This is an optimization exercise on Yosys and OpenROAD, whose aim is small area, not a production implementation.
At most, simulation tests tie the RTL to the original design; equivalence was not proved.
Function not checked in run 1: the RTL went through the layout flow alone.
Power figures rest on the tool's default switching activity, not on a simulated workload.

==> design/flow/design.v <==
`timescale 1ns / 1ps
module prbs9(enable, o_bit, rst, clk);
    output  o_bit;
    input   enable;
    input   clk;
    input   rst;
    parameter SEED = 9'b110101010;
    reg [8:0] buffer;
    always @(posedge clk) begin
        if (rst)
            buffer <= SEED;
        else if (enable)
            buffer <= {buffer[0] ^ buffer[4], buffer[8:1]};
    end
    assign o_bit = buffer[0];
endmodule
`timescale 1ns / 1ps
module tx(i_tx, enable, o_tx, clk, rst);
    output [7:0] o_tx;
    input   i_tx;
    input   clk;
    input   rst;
    input   enable;
    reg [23:0] buffer_in;
    reg [1:0]  phase;
    reg        zero;
    always @(posedge clk) begin
        if (rst) begin
            buffer_in <= 24'd0;
            phase     <= 2'd3;
            zero      <= 1'b1;
        end else if (enable) begin
            buffer_in <= {i_tx, buffer_in[23:1]};
            phase     <= phase + 2'd1;
            zero      <= 1'b0;
        end
    end
    wire [7:0] t0 = (buffer_in[3] ? (buffer_in[7] ? (buffer_in[11] ? (buffer_in[15] ? (buffer_in[19] ? 8'h3e : 8'h3a) : (buffer_in[19] ? 8'h4c : 8'h48)) : (buffer_in[15] ? (buffer_in[19] ? 8'hae : 8'haa) : (buffer_in[19] ? 8'hbc : 8'hb8))) : (buffer_in[11] ? (buffer_in[15] ? (buffer_in[19] ? 8'h4c : 8'h48) : (buffer_in[19] ? 8'h5a : 8'h56)) : (buffer_in[15] ? (buffer_in[19] ? 8'hbc : 8'hb8) : (buffer_in[19] ? 8'hca : 8'hc6)))) : (buffer_in[7] ? (buffer_in[11] ? (buffer_in[15] ? (buffer_in[19] ? 8'h3a : 8'h36) : (buffer_in[19] ? 8'h48 : 8'h44)) : (buffer_in[15] ? (buffer_in[19] ? 8'haa : 8'ha6) : (buffer_in[19] ? 8'hb8 : 8'hb4))) : (buffer_in[11] ? (buffer_in[15] ? (buffer_in[19] ? 8'h48 : 8'h44) : (buffer_in[19] ? 8'h56 : 8'h52)) : (buffer_in[15] ? (buffer_in[19] ? 8'hb8 : 8'hb4) : (buffer_in[19] ? 8'hc6 : 8'hc2)))));
    wire [7:0] t1 = (buffer_in[0] ? (buffer_in[8] ? (buffer_in[12] ? (buffer_in[16] ? 8'h3b : 8'h51) : (buffer_in[16] ? 8'hbf : 8'hd5)) : (buffer_in[12] ? (buffer_in[16] ? 8'h27 : 8'h3d) : (buffer_in[16] ? 8'hab : 8'hc1))) : (buffer_in[8] ? (buffer_in[12] ? (buffer_in[16] ? 8'h3f : 8'h55) : (buffer_in[16] ? 8'hc3 : 8'hd9)) : (buffer_in[12] ? (buffer_in[16] ? 8'h2b : 8'h41) : (buffer_in[16] ? 8'haf : 8'hc5))));
    wire [7:0] t2 = (buffer_in[1] ? (buffer_in[5] ? (buffer_in[9] ? (buffer_in[13] ? (buffer_in[17] ? (buffer_in[21] ? 8'h3e : 8'h40) : (buffer_in[21] ? 8'h48 : 8'h4a)) : (buffer_in[17] ? (buffer_in[21] ? 8'hf4 : 8'hf6) : (buffer_in[21] ? 8'hfe : 8'h00))) : (buffer_in[13] ? (buffer_in[17] ? (buffer_in[21] ? 8'hf4 : 8'hf6) : (buffer_in[21] ? 8'hfe : 8'h00)) : (buffer_in[17] ? (buffer_in[21] ? 8'haa : 8'hac) : (buffer_in[21] ? 8'hb4 : 8'hb6)))) : (buffer_in[9] ? (buffer_in[13] ? (buffer_in[17] ? (buffer_in[21] ? 8'h48 : 8'h4a) : (buffer_in[21] ? 8'h52 : 8'h54)) : (buffer_in[17] ? (buffer_in[21] ? 8'hfe : 8'h00) : (buffer_in[21] ? 8'h08 : 8'h0a))) : (buffer_in[13] ? (buffer_in[17] ? (buffer_in[21] ? 8'hfe : 8'h00) : (buffer_in[21] ? 8'h08 : 8'h0a)) : (buffer_in[17] ? (buffer_in[21] ? 8'hb4 : 8'hb6) : (buffer_in[21] ? 8'hbe : 8'hc0))))) : (buffer_in[5] ? (buffer_in[9] ? (buffer_in[13] ? (buffer_in[17] ? (buffer_in[21] ? 8'h40 : 8'h42) : (buffer_in[21] ? 8'h4a : 8'h4c)) : (buffer_in[17] ? (buffer_in[21] ? 8'hf6 : 8'hf8) : (buffer_in[21] ? 8'h00 : 8'h02))) : (buffer_in[13] ? (buffer_in[17] ? (buffer_in[21] ? 8'hf6 : 8'hf8) : (buffer_in[21] ? 8'h00 : 8'h02)) : (buffer_in[17] ? (buffer_in[21] ? 8'hac : 8'hae) : (buffer_in[21] ? 8'hb6 : 8'hb8)))) : (buffer_in[9] ? (buffer_in[13] ? (buffer_in[17] ? (buffer_in[21] ? 8'h4a : 8'h4c) : (buffer_in[21] ? 8'h54 : 8'h56)) : (buffer_in[17] ? (buffer_in[21] ? 8'h00 : 8'h02) : (buffer_in[21] ? 8'h0a : 8'h0c))) : (buffer_in[13] ? (buffer_in[17] ? (buffer_in[21] ? 8'h00 : 8'h02) : (buffer_in[21] ? 8'h0a : 8'h0c)) : (buffer_in[17] ? (buffer_in[21] ? 8'hb6 : 8'hb8) : (buffer_in[21] ? 8'hc0 : 8'hc2))))));
    wire [7:0] t3 = (buffer_in[6] ? (buffer_in[10] ? (buffer_in[14] ? (buffer_in[22] ? 8'h3b : 8'h3f) : (buffer_in[22] ? 8'h27 : 8'h2b)) : (buffer_in[14] ? (buffer_in[22] ? 8'hbf : 8'hc3) : (buffer_in[22] ? 8'hab : 8'haf))) : (buffer_in[10] ? (buffer_in[14] ? (buffer_in[22] ? 8'h51 : 8'h55) : (buffer_in[22] ? 8'h3d : 8'h41)) : (buffer_in[14] ? (buffer_in[22] ? 8'hd5 : 8'hd9) : (buffer_in[22] ? 8'hc1 : 8'hc5))));
    wire [7:0] s = phase[1] ? (phase[0] ? t3 : t2) : (phase[0] ? t1 : t0);
    assign o_tx = zero ? 8'd0 : s;
endmodule
`timescale 1ns / 1ps
module rx(clk, rst, enable, i_rx, i_sw, o_rx);
    input clk;
    input rst;
    input enable;
    input signed [7:0] i_rx;
    input [1:0] i_sw;
    output reg o_rx;
    reg [1:0] down_counter;
    reg sgn;
    reg [7:0] s1;
    reg [7:0] s2;
    reg [7:0] s3;
    reg [7:0] s4;
    reg [7:0] s5;
    reg [7:0] s6;
    reg [7:0] s7;
    reg [7:0] s8;
    reg [7:0] s9;
    reg [7:0] s10;
    reg [7:0] s11;
    reg [7:0] s12;
    reg [7:0] s13;
    reg [7:0] s14;
    reg [7:0] s15;
    reg [7:0] s16;
    reg [7:0] s17;
    reg [7:0] s18;
    reg [7:0] s19;
    reg [7:0] s20;
    reg [7:0] s21;
    reg [7:0] s22;
    reg [7:0] s23;
    wire n1 = s6[0] ^ s18[0];
    wire n2 = s6[0] & s18[0];
    wire n3 = (s6[1] ^ s18[1]) ^ n2;
    wire n4 = (s6[1] & (s18[1] | n2)) | (s18[1] & n2);
    wire n5 = (s6[2] ^ s18[2]) ^ n4;
    wire n6 = (s6[2] & (s18[2] | n4)) | (s18[2] & n4);
    wire n7 = (s6[3] ^ s18[3]) ^ n6;
    wire n8 = (s6[3] & (s18[3] | n6)) | (s18[3] & n6);
    wire n9 = (s6[4] ^ s18[4]) ^ n8;
    wire n10 = (s6[4] & (s18[4] | n8)) | (s18[4] & n8);
    wire n11 = (s6[5] ^ s18[5]) ^ n10;
    wire n12 = (s6[5] & (s18[5] | n10)) | (s18[5] & n10);
    wire n13 = (s6[6] ^ s18[6]) ^ n12;
    wire n14 = (s6[6] & (s18[6] | n12)) | (s18[6] & n12);
    wire n15 = (s6[7] ^ s18[7]) ^ n14;
    wire n16 = (s6[7] & (s18[7] | n14)) | (s18[7] & n14);
    wire n17 = s7[0] ^ s17[0];
    wire n18 = s7[0] & s17[0];
    wire n19 = (s7[1] ^ s17[1]) ^ n18;
    wire n20 = (s7[1] & (s17[1] | n18)) | (s17[1] & n18);
    wire n21 = (s7[2] ^ s17[2]) ^ n20;
    wire n22 = (s7[2] & (s17[2] | n20)) | (s17[2] & n20);
    wire n23 = (s7[3] ^ s17[3]) ^ n22;
    wire n24 = (s7[3] & (s17[3] | n22)) | (s17[3] & n22);
    wire n25 = (s7[4] ^ s17[4]) ^ n24;
    wire n26 = (s7[4] & (s17[4] | n24)) | (s17[4] & n24);
    wire n27 = (s7[5] ^ s17[5]) ^ n26;
    wire n28 = (s7[5] & (s17[5] | n26)) | (s17[5] & n26);
    wire n29 = (s7[6] ^ s17[6]) ^ n28;
    wire n30 = (s7[6] & (s17[6] | n28)) | (s17[6] & n28);
    wire n31 = (s7[7] ^ s17[7]) ^ n30;
    wire n32 = (s7[7] & (s17[7] | n30)) | (s17[7] & n30);
    wire n33 = s8[0] ^ s16[0];
    wire n34 = s8[0] & s16[0];
    wire n35 = (s8[1] ^ s16[1]) ^ n34;
    wire n36 = (s8[1] & (s16[1] | n34)) | (s16[1] & n34);
    wire n37 = (s8[2] ^ s16[2]) ^ n36;
    wire n38 = (s8[2] & (s16[2] | n36)) | (s16[2] & n36);
    wire n39 = (s8[3] ^ s16[3]) ^ n38;
    wire n40 = (s8[3] & (s16[3] | n38)) | (s16[3] & n38);
    wire n41 = (s8[4] ^ s16[4]) ^ n40;
    wire n42 = (s8[4] & (s16[4] | n40)) | (s16[4] & n40);
    wire n43 = (s8[5] ^ s16[5]) ^ n42;
    wire n44 = (s8[5] & (s16[5] | n42)) | (s16[5] & n42);
    wire n45 = (s8[6] ^ s16[6]) ^ n44;
    wire n46 = (s8[6] & (s16[6] | n44)) | (s16[6] & n44);
    wire n47 = (s8[7] ^ s16[7]) ^ n46;
    wire n48 = (s8[7] & (s16[7] | n46)) | (s16[7] & n46);
    wire n49 = s9[0] ^ s15[0];
    wire n50 = s9[0] & s15[0];
    wire n51 = (s9[1] ^ s15[1]) ^ n50;
    wire n52 = (s9[1] & (s15[1] | n50)) | (s15[1] & n50);
    wire n53 = (s9[2] ^ s15[2]) ^ n52;
    wire n54 = (s9[2] & (s15[2] | n52)) | (s15[2] & n52);
    wire n55 = (s9[3] ^ s15[3]) ^ n54;
    wire n56 = (s9[3] & (s15[3] | n54)) | (s15[3] & n54);
    wire n57 = (s9[4] ^ s15[4]) ^ n56;
    wire n58 = (s9[4] & (s15[4] | n56)) | (s15[4] & n56);
    wire n59 = (s9[5] ^ s15[5]) ^ n58;
    wire n60 = (s9[5] & (s15[5] | n58)) | (s15[5] & n58);
    wire n61 = (s9[6] ^ s15[6]) ^ n60;
    wire n62 = (s9[6] & (s15[6] | n60)) | (s15[6] & n60);
    wire n63 = (s9[7] ^ s15[7]) ^ n62;
    wire n64 = (s9[7] & (s15[7] | n62)) | (s15[7] & n62);
    wire n65 = s10[0] ^ s14[0];
    wire n66 = s10[0] & s14[0];
    wire n67 = (s10[1] ^ s14[1]) ^ n66;
    wire n68 = (s10[1] & (s14[1] | n66)) | (s14[1] & n66);
    wire n69 = (s10[2] ^ s14[2]) ^ n68;
    wire n70 = (s10[2] & (s14[2] | n68)) | (s14[2] & n68);
    wire n71 = (s10[3] ^ s14[3]) ^ n70;
    wire n72 = (s10[3] & (s14[3] | n70)) | (s14[3] & n70);
    wire n73 = (s10[4] ^ s14[4]) ^ n72;
    wire n74 = (s10[4] & (s14[4] | n72)) | (s14[4] & n72);
    wire n75 = (s10[5] ^ s14[5]) ^ n74;
    wire n76 = (s10[5] & (s14[5] | n74)) | (s14[5] & n74);
    wire n77 = (s10[6] ^ s14[6]) ^ n76;
    wire n78 = (s10[6] & (s14[6] | n76)) | (s14[6] & n76);
    wire n79 = (s10[7] ^ s14[7]) ^ n78;
    wire n80 = (s10[7] & (s14[7] | n78)) | (s14[7] & n78);
    wire n81 = s11[0] ^ s13[0];
    wire n82 = s11[0] & s13[0];
    wire n83 = (s11[1] ^ s13[1]) ^ n82;
    wire n84 = (s11[1] & (s13[1] | n82)) | (s13[1] & n82);
    wire n85 = (s11[2] ^ s13[2]) ^ n84;
    wire n86 = (s11[2] & (s13[2] | n84)) | (s13[2] & n84);
    wire n87 = (s11[3] ^ s13[3]) ^ n86;
    wire n88 = (s11[3] & (s13[3] | n86)) | (s13[3] & n86);
    wire n89 = (s11[4] ^ s13[4]) ^ n88;
    wire n90 = (s11[4] & (s13[4] | n88)) | (s13[4] & n88);
    wire n91 = (s11[5] ^ s13[5]) ^ n90;
    wire n92 = (s11[5] & (s13[5] | n90)) | (s13[5] & n90);
    wire n93 = (s11[6] ^ s13[6]) ^ n92;
    wire n94 = (s11[6] & (s13[6] | n92)) | (s13[6] & n92);
    wire n95 = (s11[7] ^ s13[7]) ^ n94;
    wire n96 = (s11[7] & (s13[7] | n94)) | (s13[7] & n94);
    wire n97 = s1[3] ^ s23[3];
    wire n98 = s1[3] & s23[3];
    wire n99 = (s1[4] ^ s23[4]) ^ s2[5];
    wire n100 = (s1[4] & (s23[4] | s2[5])) | (s23[4] & s2[5]);
    wire n101 = s22[5] ^ s4[4];
    wire n102 = s22[5] & s4[4];
    wire n103 = (s1[5] ^ s23[5]) ^ s2[6];
    wire n104 = (s1[5] & (s23[5] | s2[6])) | (s23[5] & s2[6]);
    wire n105 = (s22[6] ^ s4[5]) ^ s20[5];
    wire n106 = (s22[6] & (s4[5] | s20[5])) | (s4[5] & s20[5]);
    wire n107 = n13 ^ n9;
    wire n108 = n13 & n9;
    wire n109 = (s1[6] ^ s23[6]) ^ s2[7];
    wire n110 = (s1[6] & (s23[6] | s2[7])) | (s23[6] & s2[7]);
    wire n111 = (s22[7] ^ s4[6]) ^ s20[6];
    wire n112 = (s22[7] & (s4[6] | s20[6])) | (s4[6] & s20[6]);
    wire n113 = (n15 ^ n11) ^ n31;
    wire n114 = (n15 & (n11 | n31)) | (n11 & n31);
    wire n115 = (s1[7] ^ s23[7]) ^ s4[7];
    wire n116 = (s1[7] & (s23[7] | s4[7])) | (s23[7] & s4[7]);
    wire n117 = (s20[7] ^ n16) ^ n13;
    wire n118 = (s20[7] & (n16 | n13)) | (n16 & n13);
    wire n119 = n32 ^ n31;
    wire n120 = n32 & n31;
    wire n121 = s1[0] ^ s23[0];
    wire n122 = s1[0] & s23[0];
    wire n123 = (s1[1] ^ s23[1]) ^ s2[2];
    wire n124 = (s1[1] & (s23[1] | s2[2])) | (s23[1] & s2[2]);
    wire n125 = (s22[2] ^ s4[1]) ^ s20[1];
    wire n126 = (s22[2] & (s4[1] | s20[1])) | (s4[1] & s20[1]);
    wire n127 = (s1[2] ^ s23[2]) ^ s2[3];
    wire n128 = (s1[2] & (s23[2] | s2[3])) | (s23[2] & s2[3]);
    wire n129 = (s22[3] ^ s4[2]) ^ s20[2];
    wire n130 = (s22[3] & (s4[2] | s20[2])) | (s4[2] & s20[2]);
    wire n131 = (n7 ^ n3) ^ n23;
    wire n132 = (n7 & (n3 | n23)) | (n3 & n23);
    wire n133 = (n21 ^ n17) ^ n33;
    wire n134 = (n21 & (n17 | n33)) | (n17 & n33);
    wire n135 = (n97 ^ s2[4]) ^ s22[4];
    wire n136 = (n97 & (s2[4] | s22[4])) | (s2[4] & s22[4]);
    wire n137 = (s4[3] ^ s20[3]) ^ n9;
    wire n138 = (s4[3] & (s20[3] | n9)) | (s20[3] & n9);
    wire n139 = (n5 ^ n25) ^ n23;
    wire n140 = (n5 & (n25 | n23)) | (n25 & n23);
    wire n141 = (n19 ^ n35) ^ n55;
    wire n142 = (n19 & (n35 | n55)) | (n35 & n55);
    wire n143 = (n51 ^ n73) ^ n69;
    wire n144 = (n51 & (n73 | n69)) | (n73 & n69);
    wire n145 = (n98 ^ n99) ^ n101;
    wire n146 = (n98 & (n99 | n101)) | (n99 & n101);
    wire n147 = (s20[4] ^ n11) ^ n7;
    wire n148 = (s20[4] & (n11 | n7)) | (n11 & n7);
    wire n149 = (n27 ^ n25) ^ n21;
    wire n150 = (n27 & (n25 | n21)) | (n25 & n21);
    wire n151 = (n37 ^ n57) ^ n53;
    wire n152 = (n37 & (n57 | n53)) | (n57 & n53);
    wire n153 = (n75 ^ n71) ^ n65;
    wire n154 = (n75 & (n71 | n65)) | (n71 & n65);
    wire n155 = (n100 ^ n102) ^ n103;
    wire n156 = (n100 & (n102 | n103)) | (n102 & n103);
    wire n157 = (n105 ^ n107) ^ n29;
    wire n158 = (n105 & (n107 | n29)) | (n107 & n29);
    wire n159 = (n27 ^ n23) ^ n39;
    wire n160 = (n27 & (n23 | n39)) | (n23 & n39);
    wire n161 = (n59 ^ n55) ^ n77;
    wire n162 = (n59 & (n55 | n77)) | (n55 & n77);
    wire n163 = (n73 ^ n67) ^ n81;
    wire n164 = (n73 & (n67 | n81)) | (n67 & n81);
    wire n165 = ~s12[3];
    wire n166 = (n45 ^ n91) ^ n165;
    wire n167 = (n45 & (n91 | n165)) | (n91 & n165);
    wire n168 = (n104 ^ n106) ^ n108;
    wire n169 = (n104 & (n106 | n108)) | (n106 & n108);
    wire n170 = (n109 ^ n111) ^ n113;
    wire n171 = (n109 & (n111 | n113)) | (n111 & n113);
    wire n172 = (n29 ^ n25) ^ n41;
    wire n173 = (n29 & (n25 | n41)) | (n25 & n41);
    wire n174 = (n61 ^ n57) ^ n79;
    wire n175 = (n61 & (n57 | n79)) | (n57 & n79);
    wire n176 = (n75 ^ n69) ^ n83;
    wire n177 = (n75 & (n69 | n83)) | (n69 & n83);
    wire n178 = ~s12[4];
    wire n179 = (n47 ^ n93) ^ n178;
    wire n180 = (n47 & (n93 | n178)) | (n93 & n178);
    wire n181 = (n110 ^ n112) ^ n114;
    wire n182 = (n110 & (n112 | n114)) | (n112 & n114);
    wire n183 = (n115 ^ n117) ^ n119;
    wire n184 = (n115 & (n117 | n119)) | (n117 & n119);
    wire n185 = (n27 ^ n43) ^ n63;
    wire n186 = (n27 & (n43 | n63)) | (n43 & n63);
    wire n187 = (n59 ^ n80) ^ n77;
    wire n188 = (n59 & (n80 | n77)) | (n80 & n77);
    wire n189 = (n71 ^ n85) ^ s12[5];
    wire n190 = (n71 & (n85 | s12[5])) | (n85 & s12[5]);
    wire n191 = n48 ^ n95;
    wire n192 = ~n48 | ~n95;
    wire n193 = (n116 ^ n118) ^ n120;
    wire n194 = (n116 & (n118 | n120)) | (n118 & n120);
    wire n195 = (n15 ^ n32) ^ n29;
    wire n196 = (n15 & (n32 | n29)) | (n32 & n29);
    wire n197 = (n45 ^ n64) ^ n61;
    wire n198 = (n45 & (n64 | n61)) | (n64 & n61);
    wire n199 = (n79 ^ n73) ^ n87;
    wire n200 = (n79 & (n73 | n87)) | (n73 & n87);
    wire n201 = n16 ^ n31;
    wire n202 = n16 & n31;
    wire n203 = (n121 ^ s2[1]) ^ s22[1];
    wire n204 = (n121 & (s2[1] | s22[1])) | (s2[1] & s22[1]);
    wire n205 = (s4[0] ^ s20[0]) ^ n3;
    wire n206 = (s4[0] & (s20[0] | n3)) | (s20[0] & n3);
    wire n207 = (n122 ^ n123) ^ n125;
    wire n208 = (n122 & (n123 | n125)) | (n123 & n125);
    wire n209 = (n5 ^ n1) ^ n21;
    wire n210 = (n5 & (n1 | n21)) | (n1 & n21);
    wire n211 = (n19 ^ n51) ^ n69;
    wire n212 = (n19 & (n51 | n69)) | (n51 & n69);
    wire n213 = (n124 ^ n126) ^ n127;
    wire n214 = (n124 & (n126 | n127)) | (n126 & n127);
    wire n215 = (n129 ^ n131) ^ n133;
    wire n216 = (n129 & (n131 | n133)) | (n131 & n133);
    wire n217 = (n53 ^ n49) ^ n71;
    wire n218 = (n53 & (n49 | n71)) | (n49 & n71);
    wire n219 = n67 ^ s12[0];
    wire n220 = n67 & s12[0];
    wire n221 = (n128 ^ n130) ^ n132;
    wire n222 = (n128 & (n130 | n132)) | (n130 & n132);
    wire n223 = (n134 ^ n135) ^ n137;
    wire n224 = (n134 & (n135 | n137)) | (n135 & n137);
    wire n225 = (n139 ^ n141) ^ n143;
    wire n226 = (n139 & (n141 | n143)) | (n141 & n143);
    wire n227 = n41 ^ n87;
    wire n228 = ~n41 | ~n87;
    wire n229 = (n136 ^ n138) ^ n140;
    wire n230 = (n136 & (n138 | n140)) | (n138 & n140);
    wire n231 = (n142 ^ n144) ^ n145;
    wire n232 = (n142 & (n144 | n145)) | (n144 & n145);
    wire n233 = (n147 ^ n149) ^ n151;
    wire n234 = (n147 & (n149 | n151)) | (n149 & n151);
    wire n235 = (n153 ^ n43) ^ s12[2];
    wire n236 = (n153 & (n43 | s12[2])) | (n43 & s12[2]);
    wire n237 = (n146 ^ n148) ^ n150;
    wire n238 = (n146 & (n148 | n150)) | (n148 & n150);
    wire n239 = (n152 ^ n154) ^ n155;
    wire n240 = (n152 & (n154 | n155)) | (n154 & n155);
    wire n241 = (n157 ^ n159) ^ n161;
    wire n242 = (n157 & (n159 | n161)) | (n159 & n161);
    wire n243 = ~n163;
    wire n244 = (n43 ^ n166) ^ n243;
    wire n245 = (n43 & (n166 | n243)) | (n166 & n243);
    wire n246 = (n156 ^ n158) ^ n160;
    wire n247 = (n156 & (n158 | n160)) | (n158 & n160);
    wire n248 = (n162 ^ n164) ^ n168;
    wire n249 = (n162 & (n164 | n168)) | (n164 & n168);
    wire n250 = (n170 ^ n172) ^ n174;
    wire n251 = (n170 & (n172 | n174)) | (n172 & n174);
    wire n252 = ~n176;
    wire n253 = (n167 ^ n179) ^ n252;
    wire n254 = (n167 & (n179 | n252)) | (n179 & n252);
    wire n255 = (n169 ^ n171) ^ n173;
    wire n256 = (n169 & (n171 | n173)) | (n171 & n173);
    wire n257 = (n175 ^ n177) ^ n181;
    wire n258 = (n175 & (n177 | n181)) | (n177 & n181);
    wire n259 = (n183 ^ n185) ^ n187;
    wire n260 = (n183 & (n185 | n187)) | (n185 & n187);
    wire n261 = ~n189;
    wire n262 = (n180 ^ n191) ^ n261;
    wire n263 = (n180 & (n191 | n261)) | (n191 & n261);
    wire n264 = (n182 ^ n184) ^ n186;
    wire n265 = (n182 & (n184 | n186)) | (n184 & n186);
    wire n266 = (n188 ^ n190) ^ n192;
    wire n267 = (n188 & (n190 | n192)) | (n190 & n192);
    wire n268 = (n193 ^ n195) ^ n197;
    wire n269 = (n193 & (n195 | n197)) | (n195 & n197);
    wire n270 = (n199 ^ s12[6]) ^ s12[3];
    wire n271 = (n199 & (s12[6] | s12[3])) | (s12[6] & s12[3]);
    wire n272 = (n194 ^ n196) ^ n198;
    wire n273 = (n194 & (n196 | n198)) | (n196 & n198);
    wire n274 = (n200 ^ n201) ^ n47;
    wire n275 = (n200 & (n201 | n47)) | (n201 & n47);
    wire n276 = (n63 ^ n80) ^ n75;
    wire n277 = (n63 & (n80 | n75)) | (n80 & n75);
    wire n278 = (n89 ^ s12[7]) ^ s12[4];
    wire n279 = (n89 & (s12[7] | s12[4])) | (s12[7] & s12[4]);
    wire n280 = (n202 ^ n32) ^ n48;
    wire n281 = (n202 & (n32 | n48)) | (n32 & n48);
    wire n282 = n64 ^ n77;
    wire n283 = n64 & n77;
    wire n284 = s2[0] ^ s22[0];
    wire n285 = s2[0] & s22[0];
    wire n286 = (n203 ^ n205) ^ n19;
    wire n287 = (n203 & (n205 | n19)) | (n205 & n19);
    wire n288 = (n17 ^ n49) ^ n67;
    wire n289 = (n17 & (n49 | n67)) | (n49 & n67);
    wire n290 = (n204 ^ n206) ^ n207;
    wire n291 = (n204 & (n206 | n207)) | (n206 & n207);
    wire n292 = (n209 ^ n211) ^ n65;
    wire n293 = (n209 & (n211 | n65)) | (n211 & n65);
    wire n294 = (n208 ^ n210) ^ n212;
    wire n295 = (n208 & (n210 | n212)) | (n210 & n212);
    wire n296 = (n213 ^ n215) ^ n217;
    wire n297 = (n213 & (n215 | n217)) | (n215 & n217);
    wire n298 = ~n219;
    wire n299 = (n298 ^ n39) ^ n85;
    wire n300 = (n298 & (n39 | n85)) | (n39 & n85);
    wire n301 = (n214 ^ n216) ^ n218;
    wire n302 = (n214 & (n216 | n218)) | (n216 & n218);
    wire n303 = (n220 ^ n221) ^ n223;
    wire n304 = (n220 & (n221 | n223)) | (n221 & n223);
    wire n305 = ~n227;
    wire n306 = (n305 ^ n225) ^ s12[1];
    wire n307 = (n305 & (n225 | s12[1])) | (n225 & s12[1]);
    wire n308 = (n222 ^ n224) ^ n226;
    wire n309 = (n222 & (n224 | n226)) | (n224 & n226);
    wire n310 = (n228 ^ n229) ^ n231;
    wire n311 = (n228 & (n229 | n231)) | (n229 & n231);
    wire n312 = ~n89;
    wire n313 = (n312 ^ n233) ^ n235;
    wire n314 = (n312 & (n233 | n235)) | (n233 & n235);
    wire n315 = (n230 ^ n232) ^ n234;
    wire n316 = (n230 & (n232 | n234)) | (n232 & n234);
    wire n317 = (n236 ^ n237) ^ n239;
    wire n318 = (n236 & (n237 | n239)) | (n237 & n239);
    wire n319 = ~n244;
    wire n320 = (n319 ^ n241) ^ s12[0];
    wire n321 = (n319 & (n241 | s12[0])) | (n241 & s12[0]);
    wire n322 = (n238 ^ n240) ^ n242;
    wire n323 = (n238 & (n240 | n242)) | (n240 & n242);
    wire n324 = (n246 ^ n248) ^ n250;
    wire n325 = (n246 & (n248 | n250)) | (n248 & n250);
    wire n326 = ~s12[1];
    wire n327 = (n326 ^ n245) ^ n253;
    wire n328 = (n326 & (n245 | n253)) | (n245 & n253);
    wire n329 = (n247 ^ n249) ^ n251;
    wire n330 = (n247 & (n249 | n251)) | (n249 & n251);
    wire n331 = (n255 ^ n257) ^ n259;
    wire n332 = (n255 & (n257 | n259)) | (n257 & n259);
    wire n333 = ~s12[2];
    wire n334 = (n333 ^ n254) ^ n262;
    wire n335 = (n333 & (n254 | n262)) | (n254 & n262);
    wire n336 = (n256 ^ n258) ^ n260;
    wire n337 = (n256 & (n258 | n260)) | (n258 & n260);
    wire n338 = (n264 ^ n266) ^ n268;
    wire n339 = (n264 & (n266 | n268)) | (n266 & n268);
    wire n340 = ~n270;
    wire n341 = (n340 ^ n263) ^ n96;
    wire n342 = (n340 & (n263 | n96)) | (n263 & n96);
    wire n343 = (n265 ^ n267) ^ n269;
    wire n344 = (n265 & (n267 | n269)) | (n267 & n269);
    wire n345 = (n271 ^ n272) ^ n274;
    wire n346 = (n271 & (n272 | n274)) | (n272 & n274);
    wire n347 = n276 ^ n278;
    wire n348 = n276 | n278;
    wire n349 = (n273 ^ n275) ^ n277;
    wire n350 = (n273 & (n275 | n277)) | (n275 & n277);
    wire n351 = (n279 ^ n280) ^ n282;
    wire n352 = (n279 & (n280 | n282)) | (n280 & n282);
    wire n353 = n91 ^ s12[5];
    wire n354 = n91 | s12[5];
    wire n355 = (n281 ^ n283) ^ n79;
    wire n356 = (n281 & (n283 | n79)) | (n283 & n79);
    wire n357 = (n284 ^ n1) ^ n17;
    wire n358 = (n284 & (n1 | n17)) | (n1 & n17);
    wire n359 = (n285 ^ n286) ^ n288;
    wire n360 = (n285 & (n286 | n288)) | (n286 & n288);
    wire n361 = (n287 ^ n289) ^ n290;
    wire n362 = (n287 & (n289 | n290)) | (n289 & n290);
    wire n363 = ~n83;
    wire n364 = (n363 ^ n292) ^ n37;
    wire n365 = (n363 & (n292 | n37)) | (n292 & n37);
    wire n366 = (n291 ^ n293) ^ n294;
    wire n367 = (n291 & (n293 | n294)) | (n293 & n294);
    wire n368 = ~n296;
    wire n369 = (n368 ^ n37) ^ n299;
    wire n370 = (n368 & (n37 | n299)) | (n37 & n299);
    wire n371 = (n295 ^ n297) ^ n301;
    wire n372 = (n295 & (n297 | n301)) | (n297 & n301);
    wire n373 = ~n300;
    wire n374 = (n373 ^ n303) ^ n306;
    wire n375 = (n373 & (n303 | n306)) | (n303 & n306);
    wire n376 = (n302 ^ n304) ^ n307;
    wire n377 = (n302 & (n304 | n307)) | (n304 & n307);
    wire n378 = (n308 ^ n310) ^ n313;
    wire n379 = (n308 & (n310 | n313)) | (n310 & n313);
    wire n380 = (n309 ^ n311) ^ n314;
    wire n381 = (n309 & (n311 | n314)) | (n311 & n314);
    wire n382 = (n315 ^ n317) ^ n320;
    wire n383 = (n315 & (n317 | n320)) | (n317 & n320);
    wire n384 = (n316 ^ n318) ^ n321;
    wire n385 = (n316 & (n318 | n321)) | (n318 & n321);
    wire n386 = ~n327;
    wire n387 = (n386 ^ n322) ^ n324;
    wire n388 = (n386 & (n322 | n324)) | (n322 & n324);
    wire n389 = (n323 ^ n325) ^ n329;
    wire n390 = (n323 & (n325 | n329)) | (n325 & n329);
    wire n391 = ~n331;
    wire n392 = (n391 ^ n328) ^ n334;
    wire n393 = (n391 & (n328 | n334)) | (n328 & n334);
    wire n394 = (n330 ^ n332) ^ n336;
    wire n395 = (n330 & (n332 | n336)) | (n332 & n336);
    wire n396 = ~n338;
    wire n397 = (n396 ^ n335) ^ n341;
    wire n398 = (n396 & (n335 | n341)) | (n335 & n341);
    wire n399 = (n337 ^ n339) ^ n343;
    wire n400 = (n337 & (n339 | n343)) | (n339 & n343);
    wire n401 = ~n345;
    wire n402 = (n401 ^ n342) ^ n347;
    wire n403 = (n401 & (n342 | n347)) | (n342 & n347);
    wire n404 = (n344 ^ n346) ^ n348;
    wire n405 = (n344 & (n346 | n348)) | (n346 & n348);
    wire n406 = ~n353;
    wire n407 = (n406 ^ n349) ^ n351;
    wire n408 = (n406 & (n349 | n351)) | (n349 & n351);
    wire n409 = (n350 ^ n352) ^ n354;
    wire n410 = (n350 & (n352 | n354)) | (n352 & n354);
    wire n411 = (n355 ^ n93) ^ s12[6];
    wire n412 = (n355 & (n93 | s12[6])) | (n93 & s12[6]);
    wire n413 = (n356 ^ n80) ^ n95;
    wire n414 = (n356 & (n80 | n95)) | (n80 & n95);
    wire n415 = n357 ^ n65;
    wire n416 = n357 & n65;
    wire n417 = (n358 ^ n359) ^ n35;
    wire n418 = (n358 & (n359 | n35)) | (n359 & n35);
    wire n419 = (n360 ^ n361) ^ n364;
    wire n420 = (n360 & (n361 | n364)) | (n361 & n364);
    wire n421 = (n362 ^ n365) ^ n366;
    wire n422 = (n362 & (n365 | n366)) | (n365 & n366);
    wire n423 = (n367 ^ n371) ^ n374;
    wire n424 = (n367 & (n371 | n374)) | (n371 & n374);
    wire n425 = (n372 ^ n375) ^ n376;
    wire n426 = (n372 & (n375 | n376)) | (n375 & n376);
    wire n427 = (n377 ^ n379) ^ n380;
    wire n428 = (n377 & (n379 | n380)) | (n379 & n380);
    wire n429 = (n381 ^ n383) ^ n384;
    wire n430 = (n381 & (n383 | n384)) | (n383 & n384);
    wire n431 = (n385 ^ n388) ^ n389;
    wire n432 = (n385 & (n388 | n389)) | (n388 & n389);
    wire n433 = ~n390;
    wire n434 = (n393 ^ n397) ^ n433;
    wire n435 = (n393 & (n397 | n433)) | (n397 & n433);
    wire n436 = ~n395;
    wire n437 = (n398 ^ n402) ^ n436;
    wire n438 = (n398 & (n402 | n436)) | (n402 & n436);
    wire n439 = (n400 ^ n404) ^ n407;
    wire n440 = (n400 & (n404 | n407)) | (n404 & n407);
    wire n441 = (n405 ^ n408) ^ n409;
    wire n442 = (n405 & (n408 | n409)) | (n408 & n409);
    wire n443 = (n410 ^ n412) ^ n413;
    wire n444 = (n410 & (n412 | n413)) | (n412 & n413);
    wire n445 = n414 ^ n96;
    wire n446 = n414 & n96;
    wire n447 = ~n81;
    wire n448 = (n447 ^ n416) ^ n417;
    wire n449 = (n447 & (n416 | n417)) | (n416 & n417);
    wire n450 = ~n35;
    wire n451 = (n450 ^ n418) ^ n419;
    wire n452 = (n450 & (n418 | n419)) | (n418 & n419);
    wire n453 = ~n369;
    wire n454 = (n453 ^ n420) ^ n421;
    wire n455 = (n453 & (n420 | n421)) | (n420 & n421);
    wire n456 = ~n370;
    wire n457 = (n456 ^ n422) ^ n423;
    wire n458 = (n456 & (n422 | n423)) | (n422 & n423);
    wire n459 = (n424 ^ n425) ^ n378;
    wire n460 = (n424 & (n425 | n378)) | (n425 & n378);
    wire n461 = (n426 ^ n427) ^ n382;
    wire n462 = (n426 & (n427 | n382)) | (n427 & n382);
    wire n463 = (n428 ^ n429) ^ n387;
    wire n464 = (n428 & (n429 | n387)) | (n429 & n387);
    wire n465 = ~n392;
    wire n466 = (n465 ^ n430) ^ n431;
    wire n467 = (n465 & (n430 | n431)) | (n430 & n431);
    wire n468 = ~n434;
    wire n469 = (n468 ^ n432) ^ n394;
    wire n470 = (n468 & (n432 | n394)) | (n432 & n394);
    wire n471 = ~n399;
    wire n472 = (n471 ^ n435) ^ n437;
    wire n473 = (n471 & (n435 | n437)) | (n435 & n437);
    wire n474 = ~n439;
    wire n475 = (n474 ^ n438) ^ n403;
    wire n476 = (n474 & (n438 | n403)) | (n438 & n403);
    wire n477 = (n440 ^ n441) ^ n411;
    wire n478 = (n440 & (n441 | n411)) | (n441 & n411);
    wire n479 = (n442 ^ n443) ^ s12[7];
    wire n480 = (n442 & (n443 | s12[7])) | (n443 & s12[7]);
    wire n481 = n444 ^ n445;
    wire n482 = n444 | n445;
    wire n483 = n33 ^ n415;
    wire n484 = n33 & n415;
    wire n485 = ~n33;
    wire n486 = (n485 ^ n448) ^ n484;
    wire n487 = (n485 & (n448 | n484)) | (n448 & n484);
    wire n488 = (n449 ^ n451) ^ n487;
    wire n489 = (n449 & (n451 | n487)) | (n451 & n487);
    wire n490 = (n452 ^ n454) ^ n489;
    wire n491 = (n452 & (n454 | n489)) | (n454 & n489);
    wire n492 = (n455 ^ n457) ^ n491;
    wire n493 = (n455 & (n457 | n491)) | (n457 & n491);
    wire n494 = (n458 ^ n459) ^ n493;
    wire n495 = (n458 & (n459 | n493)) | (n459 & n493);
    wire n496 = (n460 ^ n461) ^ n495;
    wire n497 = (n460 & (n461 | n495)) | (n461 & n495);
    wire n498 = (n462 ^ n463) ^ n497;
    wire n499 = (n462 & (n463 | n497)) | (n463 & n497);
    wire n500 = (n464 ^ n466) ^ n499;
    wire n501 = (n464 & (n466 | n499)) | (n466 & n499);
    wire n502 = (n467 ^ n469) ^ n501;
    wire n503 = (n467 & (n469 | n501)) | (n469 & n501);
    wire n504 = ~n472;
    wire n505 = (n470 ^ n504) ^ n503;
    wire n506 = (n470 & (n504 | n503)) | (n504 & n503);
    wire n507 = ~n506;
    wire n508 = (n473 ^ n475) ^ n507;
    wire n509 = (n473 & (n475 | n507)) | (n475 & n507);
    wire n510 = ~n477;
    wire n511 = (n476 ^ n510) ^ n509;
    wire n512 = (n476 & (n510 | n509)) | (n510 & n509);
    wire n513 = ~n512;
    wire n514 = (n478 ^ n479) ^ n513;
    wire n515 = (n478 & (n479 | n513)) | (n479 & n513);
    wire n516 = ~n481;
    wire n517 = (n480 ^ n516) ^ n515;
    wire n518 = (n480 & (n516 | n515)) | (n516 & n515);
    wire neg = n446 ^ n482 ^ n518;
    always @(posedge clk) begin
        if (rst) begin
            s1 <= 8'h7f;
            s2 <= 8'h7f;
            s3 <= 8'h7f;
            s4 <= 8'h80;
            s5 <= 8'h80;
            s6 <= 8'h7f;
            s7 <= 8'h7f;
            s8 <= 8'h7f;
            s9 <= 8'h80;
            s10 <= 8'h80;
            s11 <= 8'h80;
            s12 <= 8'h80;
            s13 <= 8'h80;
            s14 <= 8'h80;
            s15 <= 8'h80;
            s16 <= 8'h7f;
            s17 <= 8'h7f;
            s18 <= 8'h7f;
            s19 <= 8'h7f;
            s20 <= 8'h80;
            s21 <= 8'h80;
            s22 <= 8'h7f;
            s23 <= 8'h7f;
            sgn <= 1'b0;
            o_rx <= 1'b0;
            down_counter <= 2'd0;
        end else if (enable) begin
            s1 <= i_rx ^ 8'h7f;
            s2 <= s1;
            s3 <= s2;
            s4 <= s3 ^ 8'hff;
            s5 <= s4;
            s6 <= s5 ^ 8'hff;
            s7 <= s6;
            s8 <= s7;
            s9 <= s8 ^ 8'hff;
            s10 <= s9;
            s11 <= s10;
            s12 <= s11;
            s13 <= s12;
            s14 <= s13;
            s15 <= s14;
            s16 <= s15 ^ 8'hff;
            s17 <= s16;
            s18 <= s17;
            s19 <= s18;
            s20 <= s19 ^ 8'hff;
            s21 <= s20;
            s22 <= s21 ^ 8'hff;
            s23 <= s22;
            sgn <= neg;
            down_counter <= down_counter + 2'd1;
            if (down_counter == i_sw)
                o_rx <= ~sgn;
        end
    end
endmodule
`timescale 1ns / 1ps
module ber(clk, rst, enable, clk_count, i_prbs, i_rx, o_err);
    input  clk;
    input  rst;
    input  enable;
    input  [1:0] clk_count;
    input  i_prbs;
    input  i_rx;
    output o_err;
    reg [512:0] ring;
    reg [3:0] cap;
    reg       o_error;
    reg [8:0] count;
    reg       full;
    reg       error;
    reg [8:0] ber_shift;
    assign o_err = o_error;
    wire [31:0] taps;
    genvar g;
    generate
        for (g = 0; g < 32; g = g + 1) begin : g_tap
            assign taps[g] = ring[16*g];
        end
    endgenerate
    wire       tap    = taps[ber_shift[6:2]];
    wire [1:0] wslot  = count[1:0] - 2'd1;
    wire [1:0] rslot  = count[1:0] - ber_shift[1:0] - 2'd1;
    wire       now    = (ber_shift[1:0] == 2'd0) & (ber_shift[8:7] == 2'd3);
    wire       hist   = now ? tap : cap[rslot];
    wire       valid  = full | (ber_shift < count);
    wire       miss   = (valid & hist) ^ i_prbs;
    wire       last   = (ber_shift == ~count);
    always @(posedge clk) begin
        ring <= {ring[511:0], enable ? i_rx : ring[512]};
        if (clk_count == {~ber_shift[8], ber_shift[7]})
            cap[wslot] <= tap;
    end
    always @(posedge clk) begin
        if (rst) begin
            o_error   <= 1'b0;
            count     <= 9'd0;
            full      <= 1'b0;
            error     <= 1'b0;
            ber_shift <= 9'd0;
        end else if (enable) begin
            count <= count + 9'd1;
            if (count == 9'd511)
                full <= 1'b1;
            error <= error | miss;
            if (last) begin
                if (!error) begin
                    o_error <= 1'b1;
                    error   <= miss;
                end else begin
                    ber_shift <= ber_shift + 9'd1;
                    error     <= 1'b0;
                    o_error   <= 1'b0;
                end
            end
        end
    end
endmodule
`timescale 1ns / 1ps
module top_level(
                rst,
                CLK100MHZ,
                i_switch,
                o_led,
                o_tx,
                o_rx
                );
    input       rst;
    input       CLK100MHZ;
    input [3:0] i_switch;
    output      o_led;
    output [7:0] o_tx;
    output      o_rx;
    parameter SEED   = 9'b110101010;
    wire        o_prbs;
    wire        reset;
    reg [1:0]   clk_count;
    reg         enable;
    assign reset  = ~rst;
    always @(posedge CLK100MHZ) begin
        if (reset) begin
            clk_count <= 2'd0;
            enable    <= 1'b0;
        end else begin
            clk_count <= clk_count + 2'd1;
            enable    <= (clk_count == 2'd0);
        end
    end
    prbs9 #(.SEED(SEED)) prbs_r(
        .clk   (CLK100MHZ),
        .enable(enable),
        .rst   (reset),
        .o_bit (o_prbs)
    );
    tx tx_r(
        .clk   (CLK100MHZ),
        .rst   (reset),
        .enable(i_switch[0]),
        .i_tx  (o_prbs),
        .o_tx  (o_tx)
    );
    rx rx_r(
        .clk   (CLK100MHZ),
        .rst   (reset),
        .enable(i_switch[1]),
        .i_rx  (o_tx),
        .i_sw  (i_switch[2:1]),
        .o_rx  (o_rx)
    );
    ber ber_r(
        .clk      (CLK100MHZ),
        .rst      (reset),
        .enable   (enable),
        .clk_count(clk_count),
        .i_prbs   (o_prbs),
        .i_rx     (o_rx),
        .o_err    (o_led)
    );
endmodule
==> design/flow/flow/run.sh <==
#!/bin/bash
# Layout flow: the standard flow, except that synthesis skips the quick
# "abc -fast" pass at the end of Yosys's fine stage, so that extract_fa sees
# the full adders of the RTL as written (abc -fast restructures them and
# extract_fa then surrounds the adders it finds with inverters). Everything
# else, including the naming and flattening of synth_recipe.tcl, is unchanged.
set -euo pipefail
W=$PWD
sed 's/synth -top \$::env(DESIGN_NAME) -run fine: {\*}\$synth_full_args/synth -top $::env(DESIGN_NAME) -run fine: -noabc {*}$synth_full_args/' \
    "$FLOW_HOME/scripts/synth.tcl" > "$W/synth_noabc.tcl"
grep -q -- '-run fine: -noabc' "$W/synth_noabc.tcl" || { echo "could not patch synth.tcl" >&2; exit 1; }
sed "s#source \$::env(SCRIPTS_DIR)/synth.tcl#source $W/synth_noabc.tcl#" synth_recipe.tcl > "$W/synth_recipe_noabc.tcl"
grep -q "synth_noabc.tcl" "$W/synth_recipe_noabc.tcl" || { echo "could not patch synth_recipe.tcl" >&2; exit 1; }
bash standard.sh SYNTH_SCRIPT="$W/synth_recipe_noabc.tcl" finish > "$W/flow_make.log" 2>&1
==> design/flow/standard.sh <==
#!/bin/bash
# synth_recipe.tcl (not shown) runs the flow's synth.tcl, then flattens the netlist and writes it again
# the make line also repeats each setting of config.mk as NAME=value (left out here)
make -C /OpenROAD-flow-scripts/flow DESIGN_CONFIG=/design/flow/config.mk WORK_HOME=/design/flow/orfs CLKGATE_MAP_FILE= SYNTH_SCRIPT=/design/flow/synth_recipe.tcl "${@:-finish}"
==> design/flow/config.mk <==
export PLATFORM = sky130hd
export DESIGN_NAME = top_level
export DESIGN_NICKNAME = top_level
export VERILOG_FILES = /design/flow/design.v
export SDC_FILE = /design/flow/constraint.sdc
export NUM_CORES = 4
export LEC_CHECK = 0
export ABC_AREA = 1
export CAP_MARGIN = 20
export CORE_MARGIN = 2
export CORE_UTILIZATION = 75
export CTS_BUF_LIST = sky130_fd_sc_hd__clkbuf_8
export CTS_CLUSTER_DIAMETER = 60
export CTS_CLUSTER_SIZE = 18
export SLEW_MARGIN = 20
==> design/flow/constraint.sdc <==
create_clock -name core_clock -period 10.0 [get_ports {CLK100MHZ}]
set_input_delay 2.0000 -clock core_clock [delete_from_list [all_inputs] [get_ports {CLK100MHZ}]]
set_output_delay 2.0000 -clock core_clock [all_outputs]
set_load 0.01 [all_outputs]
==> report_table.html, run 1 <==
<table>
<tr><th>Metric</th><th>Value</th></tr>
<tr><th colspan="2">Finish</th></tr>
<tr><td>Fraction of final layout cells sized beyond drive strength 1</td><td>4.31%</td></tr>
<tr><td>Post-layout net count</td><td>2452</td></tr>
<tr><td>Core occupancy in the finished layout</td><td>79.5%</td></tr>
<tr><td>Non-filler cells, final</td><td>2655</td></tr>
<tr><td>Layout overhead on the synthesized area</td><td>4.73%</td></tr>
<tr><th colspan="2">Min path</th></tr>
<tr><td>Startpoint of the worst hold path</td><td>ber_r.ring[409]</td></tr>
<tr><td>Worst hold path endpoint</td><td>ber_r.ring[410]</td></tr>
<tr><td>Hold Path Stages</td><td>0</td></tr>
<tr><td>Hold Crit Class</td><td>flop to flop</td></tr>
<tr><th colspan="2">Place</th></tr>
<tr><td>Weighted congestion at the end of routability-driven global placement</td><td>0.884</td></tr>
<tr><td>Worst Setup Slack post-DPL</td><td>1.33 ns</td></tr>
<tr><td>Port Buf Inserts</td><td>14</td></tr>
<tr><td>Number of instances in the placed design</td><td>2593</td></tr>
<tr><td>Half-perimeter wire length after detailed placement</td><td>32100 µm</td></tr>
<tr><th colspan="2">Global route</th></tr>
<tr><td>Global routing usage summed across all routing layers</td><td>27.0%</td></tr>
<tr><td>Via count of the first global-routing pass</td><td>15000</td></tr>
<tr><td>Largest net degree at the start of global routing</td><td>108</td></tr>
<tr><td>Wire length of the first global-routing pass</td><td>75100 µm</td></tr>
<tr><td>Initial antenna violation count</td><td>1</td></tr>
<tr><td>GRT overflow</td><td>0</td></tr>
<tr><th colspan="2">Synth</th></tr>
<tr><td>Proportion of netlist area held by the largest area contributor</td><td>60.2%</td></tr>
<tr><td>Predominant post-synthesis flop cell</td><td>sky130_fd_sc_hd__dfxtp_1</td></tr>
<tr><td>Sequential area share after synthesis</td><td>60.6%</td></tr>
<tr><td>Post-synth ARST share</td><td>0%</td></tr>
<tr><td>Synth warnings</td><td>5</td></tr>
<tr><td>Area contributors post-synth</td><td>sky130_fd_sc_hd__dfxtp_1 (60%), sky130_fd_sc_hd__fa_1 (16%), sky130_fd_sc_hd__nand2_1 (3.7%), sky130_fd_sc_hd__o21ai_0 (3.6%), sky130_fd_sc_hd__nor2_1 (3.0%)</td></tr>
<tr><td>Netlist cell types</td><td>40</td></tr>
<tr><td>Number of enable flip-flop cells after synthesis</td><td>4</td></tr>
<tr><td>Synth top cells by count</td><td>sky130_fd_sc_hd__dfxtp_1 (761), sky130_fd_sc_hd__nand2_1 (250), sky130_fd_sc_hd__fa_1 (204), sky130_fd_sc_hd__nor2_1 (200), sky130_fd_sc_hd__o21ai_0 (182)</td></tr>
<tr><td>Number of flip-flops and latches in the synthesized netlist</td><td>765</td></tr>
<tr><td>Dominant cell by count in the synthesized netlist</td><td>sky130_fd_sc_hd__dfxtp_1</td></tr>
<tr><td>Post-synthesis cell area</td><td>25300 µm²</td></tr>
<tr><td>Most area-hungry cell type in the Yosys netlist</td><td>sky130_fd_sc_hd__dfxtp_1</td></tr>
<tr><td>Cells after Synth</td><td>2206</td></tr>
<tr><td>Post-synthesis average cell area</td><td>11.5 µm²</td></tr>
<tr><td>Net Count, Synth</td><td>2461</td></tr>
<tr><th colspan="2">Critical path</th></tr>
<tr><td>Crit. End Element</td><td>flop</td></tr>
<tr><td>Kind of start point of the critical path</td><td>flop</td></tr>
<tr><td>Reg-to-Reg End</td><td>rx_r.sgn</td></tr>
<tr><td>Reg2Reg Depth</td><td>29</td></tr>
<tr><td>Launch point of the worst reg-to-reg path</td><td>rx_r.s7[0]</td></tr>
<tr><td>Largest fanout on the critical path</td><td>3</td></tr>
<tr><td>Critical path arrival</td><td>9.24 ns</td></tr>
<tr><td>Critical setup path kind</td><td>flop to flop</td></tr>
<tr><td>Required @ worst endpoint</td><td>10.56 ns</td></tr>
<tr><td>Worst path most repeated cell</td><td>sky130_fd_sc_hd__fa_1</td></tr>
<tr><td>Crit path max-delay cell type</td><td>sky130_fd_sc_hd__fa_1</td></tr>
<tr><td>Worst R2R Setup Slack</td><td>1.32 ns</td></tr>
<tr><td>Slowest stage delay, CP</td><td>0.58 ns</td></tr>
<tr><th colspan="2">Clocking</th></tr>
<tr><td>Number of setup buffers added after CTS</td><td>0</td></tr>
<tr><td>Clock tree from TritonCTS</td><td>done</td></tr>
<tr><td>Clock transition at the registers of the reported paths</td><td>0.10 ns</td></tr>
<tr><td>CTS max path bufs</td><td>3</td></tr>
<tr><td>Worst-Skew Late Latency</td><td>0.66 ns</td></tr>
<tr><td>Root buffer selected by CTS</td><td>sky130_fd_sc_hd__clkbuf_8</td></tr>
<tr><td>Resized cells post-CTS</td><td>0</td></tr>
<tr><td>Max H-tree Level</td><td>2</td></tr>
<tr><td>Hold Buf Count CTS</td><td>0</td></tr>
<tr><td>Clock sink count</td><td>765</td></tr>
<tr><td>Total clock buffers created by CTS</td><td>50</td></tr>
<tr><th colspan="2">STA</th></tr>
<tr><td>Aggregate negative setup slack</td><td>0 ns</td></tr>
<tr><td>Slew Limit Headroom</td><td>27.8%</td></tr>
<tr><td>Number of pins exceeding their max-slew limit in the final report</td><td>0</td></tr>
<tr><td>Post-route fraction of the period consumed by the critical path</td><td>86.8%</td></tr>
<tr><td>Total of endpoints with negative setup slack in the final report</td><td>0</td></tr>
<tr><td>Final Worst Setup Slack</td><td>1.32 ns</td></tr>
<tr><td>Slew of the pin with the lowest slew margin</td><td>1.08 ns</td></tr>
<tr><td>Maximum achievable frequency</td><td>0.115 GHz</td></tr>
<tr><td>Shortest clock period the worst path allows after layout</td><td>8.68 ns</td></tr>
<tr><td>Clock skew after layout</td><td>0.0245 ns</td></tr>
<tr><td>RSZ-0062 raised after global routing</td><td>no</td></tr>
<tr><td>Fin. Hold Viols</td><td>0</td></tr>
<tr><th colspan="2">Floorplanning</th></tr>
<tr><td>Die boundary width</td><td>188 µm</td></tr>
<tr><td>DIE AREA</td><td>35300 µm²</td></tr>
<tr><td>Area of the core region</td><td>33400 µm²</td></tr>
<tr><td>Number of rows created at floorplan</td><td>67</td></tr>
<tr><td>Initial core utilization</td><td>75.9%</td></tr>
<tr><td>Boundary Pins</td><td>16</td></tr>
<tr><td>Chip height</td><td>188 µm</td></tr>
<tr><th colspan="2">Detailed routing</th></tr>
<tr><td>Total routed wirelength</td><td>45500 µm</td></tr>
<tr><td>Via/cell ratio</td><td>5.52</td></tr>
<tr><td>Total iterations of the first detailed-routing run</td><td>7</td></tr>
<tr><td>Vias</td><td>14700</td></tr>
<tr><td>Post-route ant nets</td><td>0</td></tr>
<tr><td>Post-DR wirelength/cell</td><td>17.1 µm</td></tr>
<tr><td>Post-route DRC</td><td>0</td></tr>
<tr><td>Detailed Route Iter0 Violations</td><td>1038</td></tr>
<tr><th colspan="2">Power</th></tr>
<tr><td>Leakage power</td><td>0.0111 µW</td></tr>
<tr><td>Power per standard cell area</td><td>321 nW/µm²</td></tr>
<tr><td>Worst vdd ir</td><td>795 µV</td></tr>
<tr><th colspan="2">Flow run</th></tr>
<tr><td>Number of maximum-capacitance violations</td><td>0</td></tr>
<tr><th colspan="2">Status</th></tr>
<tr><td>Result of the run</td><td>timing/DRC/antenna clean</td></tr>
</table>
==> state kept, by name, indices dropped and copies added, names as in the netlist, 9 cells and up <==
name             flops
ber_r.ber_shift      9
ber_r.count          9
ber_r.ring         513
prbs_r.buffer        9
tx_r.buffer_in      24
==> cell families (layout without fill, tap and decap cells) <==
family / after synthesis / after routing / share of synthesized area, %
buf+inv: 241 / 241 / 3.71
other cells: 0 / 1 / 0
flops: 765 / 765 / 60.6
simple gates: 586 / 586 / 9.54
compound gates: 356 / 356 / 7.45
xor+xnor: 9 / 9 / 0.311
fa+ha+maj: 249 / 249 / 18.4
==> through the flow <==
stage	instance area (µm²)	hold WS, ns	power [µW]
floorplan	25300	0.310	6390
global placement	25700	0.309	7020
detailed placement	25700	0.312	7200
CTS	26500	0.328	8540
global route	26500	0.332	9340
finish	26500	0.324	8510
==> how the worst max path moves through the flow <==
stage / slack [ns] / endpoint / from / cells past startpoint
after CTS: 1.31 / rx_r.sgn / rx_r.s17[0] / 29
final: 1.32 / rx_r.sgn / rx_r.s7[0] / 29
after global routing: 0.93 / rx_r.sgn / rx_r.s17[0] / 29
after floorplan: 1.85 / rx_r.sgn / rx_r.s17[0] / 29
after global placement: 1.36 / rx_r.sgn / rx_r.s17[0] / 29
after detailed placement: 1.33 / rx_r.sgn / rx_r.s17[0] / 29
==> cell usage in the layout (no fill, tap or decap), types with 3 or more instances in the layout <==
master	count
sky130_fd_sc_hd__a21oi_1	119
sky130_fd_sc_hd__a22oi_1	5
sky130_fd_sc_hd__buf_4	9
sky130_fd_sc_hd__clkbuf_8	50
sky130_fd_sc_hd__clkdlybuf4s50_1	12
sky130_fd_sc_hd__clkinv_4	3
sky130_fd_sc_hd__clkinvlp_4	3
sky130_fd_sc_hd__dfxtp_1	761
sky130_fd_sc_hd__edfxtp_1	4
sky130_fd_sc_hd__fa_1	204
sky130_fd_sc_hd__ha_1	45
sky130_fd_sc_hd__inv_1	147
sky130_fd_sc_hd__inv_2	10
sky130_fd_sc_hd__nand2_1	250
sky130_fd_sc_hd__nand3_1	98
sky130_fd_sc_hd__nand4_1	6
sky130_fd_sc_hd__nor2_1	200
sky130_fd_sc_hd__nor2_2	4
sky130_fd_sc_hd__nor3_1	14
sky130_fd_sc_hd__nor4_1	4
sky130_fd_sc_hd__o211ai_1	14
sky130_fd_sc_hd__o21ai_0	182
sky130_fd_sc_hd__o21ai_1	14
sky130_fd_sc_hd__o22ai_1	9
sky130_fd_sc_hd__or2_2	4
sky130_fd_sc_hd__xor2_1	8
==> metal layers <==
metal  vias up  share of wire [%]  GRT usage (%)
li1       7006                  -              -
met1      7145                 43           36.1
met2       389                 49           44.3
met3       119                4.5           4.27
met4         0                3.7           11.7
met5         -                  0              0
==> cell type report <==
| class | count | area, µm² |
|---|---|---|
| repair buffers | 21 | 188 |
| inverters | 159 | 604 |
| well taps | 448 | 561 |
| clock buffers | 50 | 688 |
| flip-flops and latches | 765 | 15400 |
| fillers | 1934 | 6840 |
| diodes | 1 | 2.50 |
| clock inverters | 11 | 95.1 |
| multi-input cells | 1200 | 9030 |
==> report_power, final <==
part           leakage, µW  switching (µW)  internal (µW)  total (µW)
registers          0.00622            63.7           3120        3180
logic              0.00449            2200           1760        3960
clock network     0.000403             895            470        1370
==> worst max-delay path, delay by kind of cell (launching register included) <==
kind                     cells  cell delay (ns)
AO/OA/AOI/OAI                1             0.11
adder cells (fa/ha/maj)     15             7.23
buffers and inverters        1             0.06
flip-flops                   1             0.35
AND/OR/NAND/NOR             12             0.84
==> run 2, diff against run 1 <==
--- a/design/flow/design.v
+++ b/design/flow/design.v
@@ -668,3 +668,3 @@
     reg [8:0] count;
-    reg       full;
+    reg       started;
     reg       error;
@@ -684,3 +684,3 @@
     wire       hist   = now ? tap : cap[rslot];
-    wire       valid  = full | (ber_shift < count);
+    wire       valid  = started;
     wire       miss   = (valid & hist) ^ i_prbs;
@@ -696,3 +696,3 @@
             count     <= 9'd0;
-            full      <= 1'b0;
+            started   <= 1'b0;
             error     <= 1'b0;
@@ -701,4 +701,3 @@
             count <= count + 9'd1;
-            if (count == 9'd511)
-                full <= 1'b1;
+            started <= 1'b1;
             error <= error | miss;
==> design/flow/flow/run.sh (replaced) <==
#!/bin/bash
# Layout flow: the standard flow with two changes to synthesis:
# - the quick "abc -fast" pass at the end of Yosys's fine stage is skipped, so
#   that extract_fa sees the full adders of the RTL as written (abc -fast
#   restructures them and extract_fa then surrounds the adders it finds with
#   inverters);
# - the final technology mapping uses flow/abc_map.script, an area-oriented
#   ABC script, instead of ORFS's abc_area.script.
# Everything else, including the naming and flattening of synth_recipe.tcl and
# all steps after synthesis, is the standard flow.
set -euo pipefail
W=$PWD
ABC_SCRIPT="$W/flow/abc_map.script"
sed -e 's/synth -top \$::env(DESIGN_NAME) -run fine: {\*}\$synth_full_args/synth -top $::env(DESIGN_NAME) -run fine: -noabc {*}$synth_full_args/' \
    -e "s#^source \$::env(SCRIPTS_DIR)/synth_preamble.tcl\$#&\nset my_i [expr {[lsearch \$abc_args -script] + 1}]\nset abc_args [lreplace \$abc_args \$my_i \$my_i $ABC_SCRIPT]#" \
    "$FLOW_HOME/scripts/synth.tcl" > "$W/synth_custom.tcl"
grep -q -- '-run fine: -noabc' "$W/synth_custom.tcl" || { echo "could not patch synth.tcl (abc -fast)" >&2; exit 1; }
grep -q -- "$ABC_SCRIPT" "$W/synth_custom.tcl" || { echo "could not patch synth.tcl (abc script)" >&2; exit 1; }
sed "s#source \$::env(SCRIPTS_DIR)/synth.tcl#source $W/synth_custom.tcl#" synth_recipe.tcl > "$W/synth_recipe_custom.tcl"
grep -q "synth_custom.tcl" "$W/synth_recipe_custom.tcl" || { echo "could not patch synth_recipe.tcl" >&2; exit 1; }
bash standard.sh SYNTH_SCRIPT="$W/synth_recipe_custom.tcl" finish > "$W/flow_make.log" 2>&1
==> design/flow/flow/abc_map.script (new file) <==
strash
dc2
dch -f
map -a
topo
stime -c
==> report_table.html, run 2 <==
<table>
<tr><th>Metric</th><th>Value</th></tr>
<tr><th colspan="2">Critical path</th></tr>
<tr><td>Worst path most repeated cell</td><td>sky130_fd_sc_hd__fa_1</td></tr>
<tr><td>Critical path arrival</td><td>9.68 ns</td></tr>
<tr><td>Critical setup path kind</td><td>flop to flop</td></tr>
<tr><td>Launch point of the worst reg-to-reg path</td><td>rx_r.s17[0]</td></tr>
<tr><td>Slowest stage delay, CP</td><td>0.58 ns</td></tr>
<tr><td>Kind of start point of the critical path</td><td>flop</td></tr>
<tr><td>Reg-to-Reg End</td><td>rx_r.sgn</td></tr>
<tr><td>Required @ worst endpoint</td><td>10.59 ns</td></tr>
<tr><td>Crit path max-delay cell type</td><td>sky130_fd_sc_hd__fa_1</td></tr>
<tr><th colspan="2">Clocking</th></tr>
<tr><td>Root buffer selected by CTS</td><td>sky130_fd_sc_hd__clkbuf_8</td></tr>
<tr><td>Number of setup buffers added after CTS</td><td>0</td></tr>
<tr><td>Clock sink count</td><td>765</td></tr>
<tr><td>Resized cells post-CTS</td><td>0</td></tr>
<tr><td>Worst-Skew Late Latency</td><td>0.66 ns</td></tr>
<tr><td>Clock transition at the registers of the reported paths</td><td>0.11 ns</td></tr>
<tr><td>CTS max path bufs</td><td>3</td></tr>
<tr><td>Max H-tree Level</td><td>2</td></tr>
<tr><th colspan="2">Global route</th></tr>
<tr><td>Largest net degree at the start of global routing</td><td>114</td></tr>
<tr><td>Via count of the first global-routing pass</td><td>15200</td></tr>
<tr><td>GRT overflow</td><td>0</td></tr>
<tr><td>Initial antenna violation count</td><td>2</td></tr>
<tr><th colspan="2">STA</th></tr>
<tr><td>Number of pins exceeding their max-slew limit in the final report</td><td>0</td></tr>
<tr><td>RSZ-0062 raised after global routing</td><td>no</td></tr>
<tr><td>Fin. Hold Viols</td><td>0</td></tr>
<tr><td>Maximum achievable frequency</td><td>0.110 GHz</td></tr>
<tr><td>Slew Limit Headroom</td><td>27.4%</td></tr>
<tr><td>Shortest clock period the worst path allows after layout</td><td>9.09 ns</td></tr>
<tr><td>Total of endpoints with negative setup slack in the final report</td><td>0</td></tr>
<tr><td>Aggregate negative setup slack</td><td>0 ns</td></tr>
<tr><td>Post-route fraction of the period consumed by the critical path</td><td>90.9%</td></tr>
<tr><th colspan="2">Min path</th></tr>
<tr><td>Hold Path Stages</td><td>0</td></tr>
<tr><td>Startpoint of the worst hold path</td><td>ber_r.ring[370]</td></tr>
<tr><td>Worst hold path endpoint</td><td>ber_r.ring[371]</td></tr>
<tr><td>Hold Crit Class</td><td>flop to flop</td></tr>
<tr><th colspan="2">Detailed routing</th></tr>
<tr><td>Total routed wirelength</td><td>48500 µm</td></tr>
<tr><td>Total iterations of the first detailed-routing run</td><td>5</td></tr>
<tr><td>Post-DR wirelength/cell</td><td>18.9 µm</td></tr>
<tr><td>Vias</td><td>14600</td></tr>
<tr><td>Detailed Route Iter0 Violations</td><td>910</td></tr>
<tr><td>Post-route DRC</td><td>0</td></tr>
<tr><th colspan="2">Synth</th></tr>
<tr><td>Post-synth ARST share</td><td>0%</td></tr>
<tr><td>Synth warnings</td><td>5</td></tr>
<tr><td>Net Count, Synth</td><td>2283</td></tr>
<tr><td>Proportion of netlist area held by the largest area contributor</td><td>61.9%</td></tr>
<tr><td>Area contributors post-synth</td><td>sky130_fd_sc_hd__dfxtp_1 (62%), sky130_fd_sc_hd__fa_1 (17%), sky130_fd_sc_hd__nand2_1 (5.2%), sky130_fd_sc_hd__a21oi_1 (3.4%), sky130_fd_sc_hd__clkinv_1 (2.1%)</td></tr>
<tr><td>Post-synthesis average cell area</td><td>12.1 µm²</td></tr>
<tr><td>Simple logic cell fraction of the synthesized area</td><td>8.74%</td></tr>
<tr><td>Netlist cell types</td><td>37</td></tr>
<tr><td>Sequential area share after synthesis</td><td>62.4%</td></tr>
<tr><td>Synth top cells by count</td><td>sky130_fd_sc_hd__dfxtp_1 (761), sky130_fd_sc_hd__nand2_1 (341), sky130_fd_sc_hd__fa_1 (204), sky130_fd_sc_hd__a21oi_1 (169), sky130_fd_sc_hd__clkinv_1 (141)</td></tr>
<tr><td>Number of flip-flops and latches in the synthesized netlist</td><td>765</td></tr>
<tr><td>Predominant post-synthesis flop cell</td><td>sky130_fd_sc_hd__dfxtp_1</td></tr>
<tr><td>XOR/XNOR share of the synthesized area</td><td>0.356%</td></tr>
<tr><td>Main combinational cell family by area after synthesis</td><td>adder cells</td></tr>
<tr><td>Compound-cell area share of the yosys netlist</td><td>8.13%</td></tr>
<tr><td>Number of enable flip-flop cells after synthesis</td><td>4</td></tr>
<tr><td>Cells after Synth</td><td>2040</td></tr>
<tr><th colspan="2">Floorplanning</th></tr>
<tr><td>Die boundary width</td><td>185 µm</td></tr>
<tr><td>Initial core utilization</td><td>75.9%</td></tr>
<tr><td>Boundary Pins</td><td>16</td></tr>
<tr><td>DIE AREA</td><td>34300 µm²</td></tr>
<tr><td>Area of the core region</td><td>32500 µm²</td></tr>
<tr><th colspan="2">Finish</th></tr>
<tr><td>Core occupancy in the finished layout</td><td>80.9%</td></tr>
<tr><td>Most common cell after layout, fill and taps aside</td><td>sky130_fd_sc_hd__dfxtp_1</td></tr>
<tr><td>Flip-flop count of the largest register after layout</td><td>513</td></tr>
<tr><td>Top register by number of flip-flops</td><td>ber_r.ring</td></tr>
<tr><td>Registers with the most flip-flops</td><td>ber_r.ring (513), tx_r.buffer_in (24)</td></tr>
<tr><td>Commonest non-fill, non-tap cells in the layout</td><td>sky130_fd_sc_hd__dfxtp_1 (761), sky130_fd_sc_hd__nand2_1 (341), sky130_fd_sc_hd__fa_1 (204), sky130_fd_sc_hd__a21oi_1 (169), sky130_fd_sc_hd__clkinv_1 (139)</td></tr>
<tr><th colspan="2">Place</th></tr>
<tr><td>Half-perimeter wire length after detailed placement</td><td>32300 µm</td></tr>
<tr><th colspan="2">Power</th></tr>
<tr><td>Leakage power</td><td>0.0103 µW</td></tr>
<tr><th colspan="2">Status</th></tr>
<tr><td>Result of the run</td><td>timing/DRC/antenna clean</td></tr>
</table>
-- run 2: power breakdown --
group / switching [µW] / internal, µW
registers: 57.6 / 3110
clock network: 943 / 511
logic: 1550 / 1290
total: 2550 / 4910
-- run 2: routing by layer --
metal | part of all wire, % | GRT usage, % | vias up
li1 | - | - | 6805
met1 | 41 | 37.9 | 7214
met2 | 50 | 51.0 | 451
met3 | 5.1 | 5.23 | 156
met4 | 4.0 | 12.8 | 2
met5 | 0.033 | 0 | -
-- run 2: layout make-up --
type | count | area [µm²]
timing repair buffer | 20 | 184
antenna | 1 | 2.50
clock inverter | 12 | 149
fill | 1781 | 6210
sequential | 765 | 15400
clock buffer | 53 | 729
inverter | 141 | 532
tap | 442 | 553
multi-input combinational | 1134 | 8740
-- run 2: worst max-delay path by stage --
| stage | start | slack [ns] | cells after the start | to |
|---|---|---|---|---|
| 2_1_floorplan | rx_r.s17[0] | 1.39 | 28 | rx_r.sgn |
| 3_3_place_gp | rx_r.s17[0] | 1.07 | 28 | rx_r.sgn |
| 3_5_place_dp | rx_r.s17[0] | 0.95 | 28 | rx_r.sgn |
| 4_1_cts | rx_r.s17[0] | 0.91 | 28 | rx_r.sgn |
| 5_1_grt | rx_r.s17[0] | 0.44 | 28 | rx_r.sgn |
| 6_report | rx_r.s17[0] | 0.91 | 28 | rx_r.sgn |
-- run 2: kinds of logic after synthesis --
logic type      count (synthesis)
compound gates                352
xor+xnor                       10
buf+inv                       141
simple gates                  535
flops                         765
fa+ha+maj                     237
-- run 2: stage by stage --
stage               cells  cell area (µm²)  setup WS (ns)  hold WS, ns  power [µW]
floorplan            2040            24600           1.39        0.310        5420
global placement     2502            25400           1.07        0.310        5870
detailed placement   2502            25400          0.949        0.312        6070
CTS                  2567            26200          0.913        0.320        7500
global route         2567            26200          0.438        0.334        8010
finish               2568            26200          0.914        0.323        7460
-- run 2: worst max-delay path: cells and delay by family, from the launching register on --
kind	cells	cell delay, ns
DFF	1	0.35
and+or+nand+nor	2	0.13
AOI/OAI and AO/OA	8	1.06
buffers and inverters	3	0.25
adders and majority gates	15	7.23

==> re-timing with driven ports <==
The results above use ideal ports. As a check the final layouts listed here were re-extracted and re-timed, cells and wires unchanged. Step 1 sets driving cells, clkbuf_16 on the clock port and buf_2 on the other inputs (assumed; they add their load-dependent delay and slew). Step 2, shift: input delay + t, output delay - t, t = (earliest + latest rising clock arrival at the registers) / 2. This alone moves slack from input paths to output paths. Slacks: ideal / step 1 / step 2; pairs: ideal / step 1.
| run | shift t [ns] | setup WS [ns] |
|---|---|---|
| run 1 | 0.700 | 1.320 / 1.320 / 1.320 |
| run 2 | 0.700 | 0.914 / 0.914 / 0.914 |
After both steps setup and hold are still met in every run listed.
